Source: an optimization exercise on an open RTL-to-GDS flow (aim: small area, a short achievable clock period and few clock cycles). Production flows keep margins and buffers that such runs may drop. Where RTL was checked, it was by simulation tests only, not by an equivalence proof against the original. No activity file was given, so power comes from the tool's default toggle rates.

==> flow/design.v <==
`timescale 1ns / 1ps
module top(
input clk,
input reset,
input start,
input signed [1:0] wrdata,
input signed [15:0] b12_wrdata,
input signed [15:0] b23_wrdata,
input [4:0] wr_b12addr,
input [8:0] wraddr,
input [3:0] wr_b23addr,
input we_data,
input we_b12,
input b23_we,
output [12:0] w12_rdaddr,
input signed [15:0] w12_rddata,
output [7:0] w23_rdaddr,
input signed [15:0] w23_rddata,
output reg done,
output reg [9:0] onehot_enc
);
genvar gi;
integer j, k;
reg wv_img, wv_b12, wv_b23;
reg [7:0] wa;
reg [15:0] wd;
always @(posedge clk) begin
  wv_img <= we_data;
  wv_b12 <= we_b12;
  wv_b23 <= b23_we;
  wa <= we_data ? wraddr[7:0] : (we_b12 ? {3'b0, wr_b12addr} : {4'b0, wr_b23addr});
  wd <= we_data ? {{14{wrdata[1]}}, wrdata} : (we_b12 ? b12_wrdata : b23_wrdata);
end
wire [511:0] imgv;
generate for (gi = 0; gi < 256; gi = gi + 1) begin : g_img
  reg [1:0] px;
  always @(posedge clk)
    if (wv_img && wa == gi) px <= wd[1:0];
  assign imgv[2*gi+1:2*gi] = px;
end endgenerate
wire [319:0] b12v;
generate for (gi = 0; gi < 20; gi = gi + 1) begin : g_b12
  reg [15:0] e;
  always @(posedge clk)
    if (wv_b12 && wa[4:0] == gi) e <= wd;
  assign b12v[16*gi+15:16*gi] = e;
end endgenerate
function [3:0] enc16(input [15:0] oh);
  integer q;
  begin
    enc16 = 4'd0;
    for (q = 0; q < 16; q = q + 1)
      if (oh[q]) enc16 = enc16 | q[3:0];
  end
endfunction
function [15:0] lowest16(input [15:0] v);
  reg [15:0] below;
  integer q, d;
  begin
    below = {v[14:0], 1'b0};
    for (d = 1; d < 16; d = d * 2)
      for (q = 15; q >= 0; q = q - 1)
        if (q >= d) below[q] = below[q] | below[q-d];
    lowest16 = v & ~below;
  end
endfunction
function amo16(input [15:0] v);
  reg [7:0] a1, o1;
  reg [3:0] a2, o2;
  reg [1:0] a3, o3;
  integer q;
  begin
    for (q = 0; q < 8; q = q + 1) begin
      a1[q] = ~(v[2*q] & v[2*q+1]);
      o1[q] = v[2*q] | v[2*q+1];
    end
    for (q = 0; q < 4; q = q + 1) begin
      a2[q] = a1[2*q] & a1[2*q+1] & ~(o1[2*q] & o1[2*q+1]);
      o2[q] = o1[2*q] | o1[2*q+1];
    end
    for (q = 0; q < 2; q = q + 1) begin
      a3[q] = a2[2*q] & a2[2*q+1] & ~(o2[2*q] & o2[2*q+1]);
      o3[q] = o2[2*q] | o2[2*q+1];
    end
    amo16 = a3[0] & a3[1] & ~(o3[0] & o3[1]);
  end
endfunction
function sgt32(input [31:0] a, input [31:0] b);
  reg [31:0] g, e;
  reg [31:0] ng, ne;
  integer q, w;
  begin
    g = a & ~b;
    e = ~(a ^ b);
    g[31] = ~a[31] & b[31];
    for (w = 1; w < 32; w = w * 2) begin
      ng = g;
      ne = e;
      for (q = 0; q < 32; q = q + 2 * w)
        if (q + w < 32) begin
          ng[q] = g[q+w] | (e[q+w] & g[q]);
          ne[q] = e[q+w] & e[q];
        end
      g = ng;
      e = ne;
    end
    sgt32 = g[0];
  end
endfunction
function [32:0] ksadd(input [31:0] a, input [31:0] b, input cin);
  reg [31:0] g, p, gg, pp, ng, np;
  integer q, d;
  begin
    p = a ^ b;
    g = a & b;
    g[0] = g[0] | (p[0] & cin);
    gg = g;
    pp = p;
    for (d = 1; d < 32; d = d * 2) begin
      ng = gg;
      np = pp;
      for (q = 0; q < 32; q = q + 1)
        if (q >= d) begin
          ng[q] = gg[q] | (pp[q] & gg[q-d]);
          np[q] = pp[q] & pp[q-d];
        end
      gg = ng;
      pp = np;
    end
    ksadd = {gg[31], p ^ {gg[30:0], cin}};
  end
endfunction
function [15:0] relu16(input [15:0] s);
  relu16 = s[15] ? {{3{1'b1}}, s[15:3]} : s;
endfunction
function [31:0] relu32(input [31:0] s);
  relu32 = s[31] ? {{3{1'b1}}, s[31:3]} : s;
endfunction
reg factive;       
reg [4:0] fh;      
reg ffirst;        
reg [15:0] goh;    
reg [31:0] rem;    
reg outstanding;   
reg start_q;
always @(posedge clk) start_q <= start & ~reset;
wire [15:0] gnext = {goh[14:0], goh[15]};
reg [31:0] gnx_data;
always @* begin
  gnx_data = 32'd0;
  for (j = 0; j < 16; j = j + 1)
    gnx_data = gnx_data | ({32{gnext[j]}} & imgv[32*j +: 32]);
end
wire [15:0] nzr;
wire [15:0] low;
wire [31:0] low2;
generate for (gi = 0; gi < 16; gi = gi + 1) begin : g_nzr
  assign nzr[gi] = rem[2*gi] | rem[2*gi+1];
  assign low2[2*gi+1:2*gi] = {2{low[gi]}};
end endgenerate
assign low = lowest16(nzr);
wire lig = amo16(nzr);                  
wire [3:0] pidx = enc16(low);
wire [3:0] grp = enc16(goh);
reg [1:0] xv;
always @* begin
  xv = 2'b00;
  for (j = 0; j < 16; j = j + 1)
    xv = xv | ({2{low[j]}} & rem[2*j +: 2]);
end
wire tok_last = lig & goh[15];          
wire emit = factive & ~(tok_last & outstanding);
wire take;                              
always @(posedge clk) begin
  if (start_q) begin
    goh <= 16'd1;
    rem <= imgv[31:0];
  end else if (emit) begin
    if (lig) begin
      goh <= gnext;
      rem <= gnx_data;
    end else
      rem <= rem & ~low2;
  end
end
always @(posedge clk) begin
  if (reset) begin
    factive <= 1'b0;
  end else if (start_q) begin
    factive <= 1'b1;
    fh <= 5'd0;
    ffirst <= 1'b1;
  end else if (emit) begin
    ffirst <= tok_last;
    if (tok_last) begin
      fh <= fh + 5'd1;
      if (fh == 5'd19) factive <= 1'b0;
    end
  end
end
always @(posedge clk) begin
  if (reset || start_q) outstanding <= 1'b0;
  else if (emit && tok_last) outstanding <= 1'b1;
  else if (take) outstanding <= 1'b0;
end
reg [12:0] a12;      
reg [4:0] hp;        
reg [1:0] x1, x2;
reg first1, last1, first2, last2, last3;
reg [15:0] b12q;
reg [15:0] wq, acc, pending;
reg pend_v;
assign w12_rdaddr = a12;
always @(posedge clk) begin
  a12 <= {fh, grp, pidx};
  wq <= w12_rddata;
  if (emit) hp <= fh;
  b12q <= b12v[16*hp +: 16];
  x2 <= x1;
  if (reset) begin
    x1 <= 2'b00; first1 <= 1'b0; last1 <= 1'b0;
    first2 <= 1'b0; last2 <= 1'b0; last3 <= 1'b0;
  end else begin
    x1 <= emit ? xv : 2'b00;
    first1 <= emit & ffirst;
    last1 <= emit & tok_last;
    first2 <= first1;
    last2 <= last1;
    last3 <= last2;
  end
end
wire [15:0] tsel = x2[0] ? wq : {wq[14:0], 1'b0};
wire [15:0] term = (x2 == 2'b00) ? 16'd0 : (x2[1] ? ~tsel : tsel);
always @(posedge clk)
  acc <= ksadd({16'd0, first2 ? b12q : acc}, {16'd0, term}, x2[1]);
always @(posedge clk) begin
  if (last3) pending <= relu16(acc);
  if (reset || start_q) pend_v <= 1'b0;
  else if (last3) pend_v <= 1'b1;
  else if (take) pend_v <= 1'b0;
end
reg [3:0] na;         
reg busy;             
reg [1:0] kc;         
reg [4:0] fh2;        
reg [7:0] a23;
reg [15:0] cur;       
reg [3:0] chq;
reg [17:0] cur3;      
reg vB, initB, finalB, initC, finalC, finalD;
reg [1:0] kB, kC;
reg [19:0] prodq;
reg [31:0] accr [0:9];
reg [31:0] best;
assign w23_rdaddr = a23;
wire wrap = (na == 4'd9);
wire [3:0] na_n = wrap ? 4'd0 : na + 4'd1;
wire cont = busy && (kc != 2'd3);
assign take = wrap && !cont && pend_v;
wire [4:0] fh2_t = take ? fh2 + 5'd1 : fh2;
function [7:0] times20(input [3:0] n);
  times20 = {n, 4'b0} + {2'b0, n, 2'b0};
endfunction
always @(posedge clk) begin
  if (reset) na <= 4'd0;
  else na <= na_n;
  fh2 <= (reset || start_q) ? 5'd31 : fh2_t;
  a23 <= wrap ? {3'b0, fh2_t} : a23 + 8'd20;
  if (reset || start_q) begin
    busy <= 1'b0;
  end else if (wrap) begin
    if (cont) kc <= kc + 2'd1;
    else if (pend_v) begin busy <= 1'b1; kc <= 2'd0; end
    else busy <= 1'b0;
  end
  if (busy && kc == 2'd0 && na == 4'd0) begin
    cur <= pending;
    cur3 <= ksadd({{16{pending[15]}}, pending}, {{15{pending[15]}}, pending, 1'b0}, 1'b0);
  end
end
always @(posedge clk) begin
  case (kc)
    2'd0: chq <= w23_rddata[3:0];
    2'd1: chq <= w23_rddata[7:4];
    2'd2: chq <= w23_rddata[11:8];
    default: chq <= w23_rddata[15:12];
  endcase
  kB <= kc;
  if (reset) begin
    vB <= 1'b0; initB <= 1'b0; finalB <= 1'b0;
  end else begin
    vB <= busy;
    initB <= busy && fh2 == 5'd0 && kc == 2'd0;
    finalB <= busy && fh2 == 5'd19 && kc == 2'd3;
  end
end
function [19:0] mul4(input [17:0] c1, input [17:0] c3, input [3:0] ch, input sgn);
  reg [17:0] c2, m0, m1;
  reg [19:0] o0, o1;
  reg neg;
  reg [32:0] sum;
  begin
    c2 = {c1[16:0], 1'b0};
    case (ch[1:0])
      2'd0: m0 = 18'd0;
      2'd1: m0 = c1;
      2'd2: m0 = c2;
      default: m0 = c3;
    endcase
    neg = sgn & ch[3];
    case (ch[3:2])
      2'd0: m1 = 18'd0;
      2'd1: m1 = c1;
      2'd2: m1 = sgn ? ~c2 : c2;
      default: m1 = sgn ? ~c1 : c3;
    endcase
    o0 = {{2{m0[17]}}, m0};
    o1 = {m1, neg, neg};
    sum = ksadd({12'd0, o0}, {12'd0, o1}, neg);
    mul4 = sum[19:0];
  end
endfunction
always @(posedge clk) begin
  prodq <= vB ? mul4({{2{cur[15]}}, cur}, cur3, chq, kB == 2'd3) : 20'd0;
  kC <= kB;
  if (reset) begin
    initC <= 1'b0; finalC <= 1'b0;
  end else begin
    initC <= initB;
    finalC <= finalB;
  end
end
reg [15:0] b23r [0:9];
reg [9:0] wrot;
always @(posedge clk)
  if (reset) wrot <= 10'd2;
  else wrot <= {wrot[0], wrot[9:1]};
reg [9:0] wdec, wsel;
always @* begin
  for (j = 0; j < 10; j = j + 1)
    wdec[j] = (wa[3:0] == j);
  for (j = 0; j < 10; j = j + 1) begin
    wsel[j] = 1'b0;
    for (k = 0; k < 10; k = k + 1)
      wsel[j] = wsel[j] | (wdec[k] & wrot[(j - k + 10) % 10]);
    wsel[j] = wsel[j] & wv_b23;
  end
end
always @(posedge clk)
  for (j = 0; j < 10; j = j + 1)
    b23r[j] <= wsel[j] ? wd : b23r[(j + 1) % 10];
wire [31:0] addA = initC ? {{6{b23r[0][15]}}, b23r[0], 10'd0} : accr[0];
wire [31:0] pext = {{12{prodq[19]}}, prodq};
wire [31:0] addB = pext << {kC, 2'b00};
wire [32:0] sum_c = ksadd(addA, addB, 1'b0);
always @(posedge clk) begin
  for (j = 0; j < 9; j = j + 1) accr[j] <= accr[j+1];
  accr[9] <= sum_c[31:0];
end
wire [3:0] nD = (na >= 4'd3) ? na - 4'd3 : na + 4'd7;
wire [31:0] fo = {accr[9][31:3], accr[9][2:0] & {3{~accr[9][31]}}};
wire gt = sgt32(fo, best);
always @(posedge clk) begin
  if (reset) finalD <= 1'b0;
  else finalD <= finalC;
  if (reset || start) done <= 1'b0;
  else if (finalD) begin
    if (nD == 4'd0 || gt) begin
      best <= fo;
      onehot_enc <= 10'd1 << nD;
    end
    if (nD == 4'd9) done <= 1'b1;
  end
end
endmodule
clock: 10.0 ns
lec_check: 0
cap_margin: 20
core_margin: 2
core_utilization: 40
place_density: 0.45
slew_margin: 20
standard.sh (not shown) runs the stock make flow with config.mk's settings and CLKGATE_MAP_FILE= SYNTH_SCRIPT=/design/flow/synth_recipe.tcl, a recipe that flattens the netlist after the stock synthesis.
==> flow/flow/run.sh <==
#!/bin/bash
set -euo pipefail
MARGIN=6.5
sed "s/ CLKGATE_MAP_FILE= / CLKGATE_MAP_FILE= SETUP_SLACK_MARGIN=$MARGIN /" standard.sh > standard_margin.sh
grep -q "SETUP_SLACK_MARGIN=$MARGIN" standard_margin.sh
bash standard_margin.sh > standard_margin.log 2>&1
Next try:
--- a/flow/design.v
+++ b/flow/design.v
@@ -38,13 +38,16 @@
     if (wv_img && wa == gi) px <= wd[1:0];
   assign imgv[2*gi+1:2*gi] = px;
 end endgenerate
-wire [319:0] b12v;
-generate for (gi = 0; gi < 20; gi = gi + 1) begin : g_b12
-  reg [15:0] e;
-  always @(posedge clk)
-    if (wv_b12 && wa[4:0] == gi) e <= wd;
-  assign b12v[16*gi+15:16*gi] = e;
-end endgenerate
+reg [15:0] b12r [0:19];
+reg [4:0] r20;
+always @(posedge clk)
+  if (reset) r20 <= 5'd0;
+  else r20 <= (r20 == 5'd19) ? 5'd0 : r20 + 5'd1;
+wire [5:0] b12d = {1'b0, wa[4:0]} - {1'b0, r20} - 6'd1;
+wire [4:0] b12slot = b12d[5] ? b12d[4:0] + 5'd20 : b12d[4:0];
+always @(posedge clk)
+  for (j = 0; j < 20; j = j + 1)
+    b12r[j] <= (wv_b12 && b12slot == j) ? wd : b12r[(j + 1) % 20];
 function [3:0] enc16(input [15:0] oh);
   integer q;
   begin
@@ -169,7 +172,8 @@
     xv = xv | ({2{low[j]}} & rem[2*j +: 2]);
 end
 wire tok_last = lig & goh[15];          
-wire emit = factive & ~(tok_last & outstanding);
+wire bnv_ok;                            
+wire emit = factive & ~(tok_last & outstanding) & ~(ffirst & ~bnv_ok);
 wire take;                              
 always @(posedge clk) begin
   if (start_q) begin
@@ -204,7 +208,8 @@
   else if (take) outstanding <= 1'b0;
 end
 reg [12:0] a12;      
-reg [4:0] hp;        
+reg [15:0] bnext;    
+reg bnv;             
 reg [1:0] x1, x2;
 reg first1, last1, first2, last2, last3;
 reg [15:0] b12q;
@@ -214,8 +219,7 @@
 always @(posedge clk) begin
   a12 <= {fh, grp, pidx};
   wq <= w12_rddata;
-  if (emit) hp <= fh;
-  b12q <= b12v[16*hp +: 16];
+  b12q <= bnext;
   x2 <= x1;
   if (reset) begin
     x1 <= 2'b00; first1 <= 1'b0; last1 <= 1'b0;
@@ -229,6 +233,13 @@
     last3 <= last2;
   end
 end
+wire [4:0] bp = ~factive ? 5'd0 : (ffirst ? fh : fh + 5'd1);
+assign bnv_ok = bnv;
+always @(posedge clk) begin
+  if (reset || wv_b12 || (emit && ffirst)) bnv <= 1'b0;
+  else if (~first1 && r20 == bp) bnv <= 1'b1;
+  if (~bnv && ~first1 && r20 == bp) bnext <= b12r[0];
+end
 wire [15:0] tsel = x2[0] ? wq : {wq[14:0], 1'b0};
 wire [15:0] term = (x2 == 2'b00) ? 16'd0 : (x2[1] ? ~tsel : tsel);
 always @(posedge clk)
=> Clock power is about the same. Flip-flop and latch count went up by 17. Final cell count went up by about 3.5%. Core utilization went down by 0.46 points. Setup slack improves by 0.067 ns. Power went up by about 9%. Fmax went up by about 2%.
Testbench counts after the change, summed over its fixed seeds: cycles 98,484.
For the first run of this note, only the layout was checked, not whether the RTL still works.

[static timing again, ports no longer ideal]
Ports are ideal in the flow. The routed layouts listed here were re-timed in OpenROAD. Step 1 (the two cells are an assumption about what drives the block):
set clk [get_ports {clk}]
set_driving_cell -lib_cell sky130_fd_sc_hd__clkbuf_16 $clk
set_driving_cell -lib_cell sky130_fd_sc_hd__buf_2 [delete_from_list [all_inputs] $clk]
Step 2 moves the port delays by t, midway between the first and last clock arrival at a register: inputs arrive t later, outputs are due t later. That takes back most of the time a late clock gives input paths. Three values: ideal ports, drivers, drivers and shift; two values: the first two.
run | t, ns | setup slack, ns | pins driven straight from the clock port
the first run | 0.861 | 6.523 / 6.503 / 6.029 | 1
the second run | 0.859 | 6.589 / 6.510 / 6.297 | 1
After both steps every run listed still meets setup and hold. The setup slack of the first run, which loses most, moves by -0.020 ns with the drivers and by -0.494 ns with both steps.
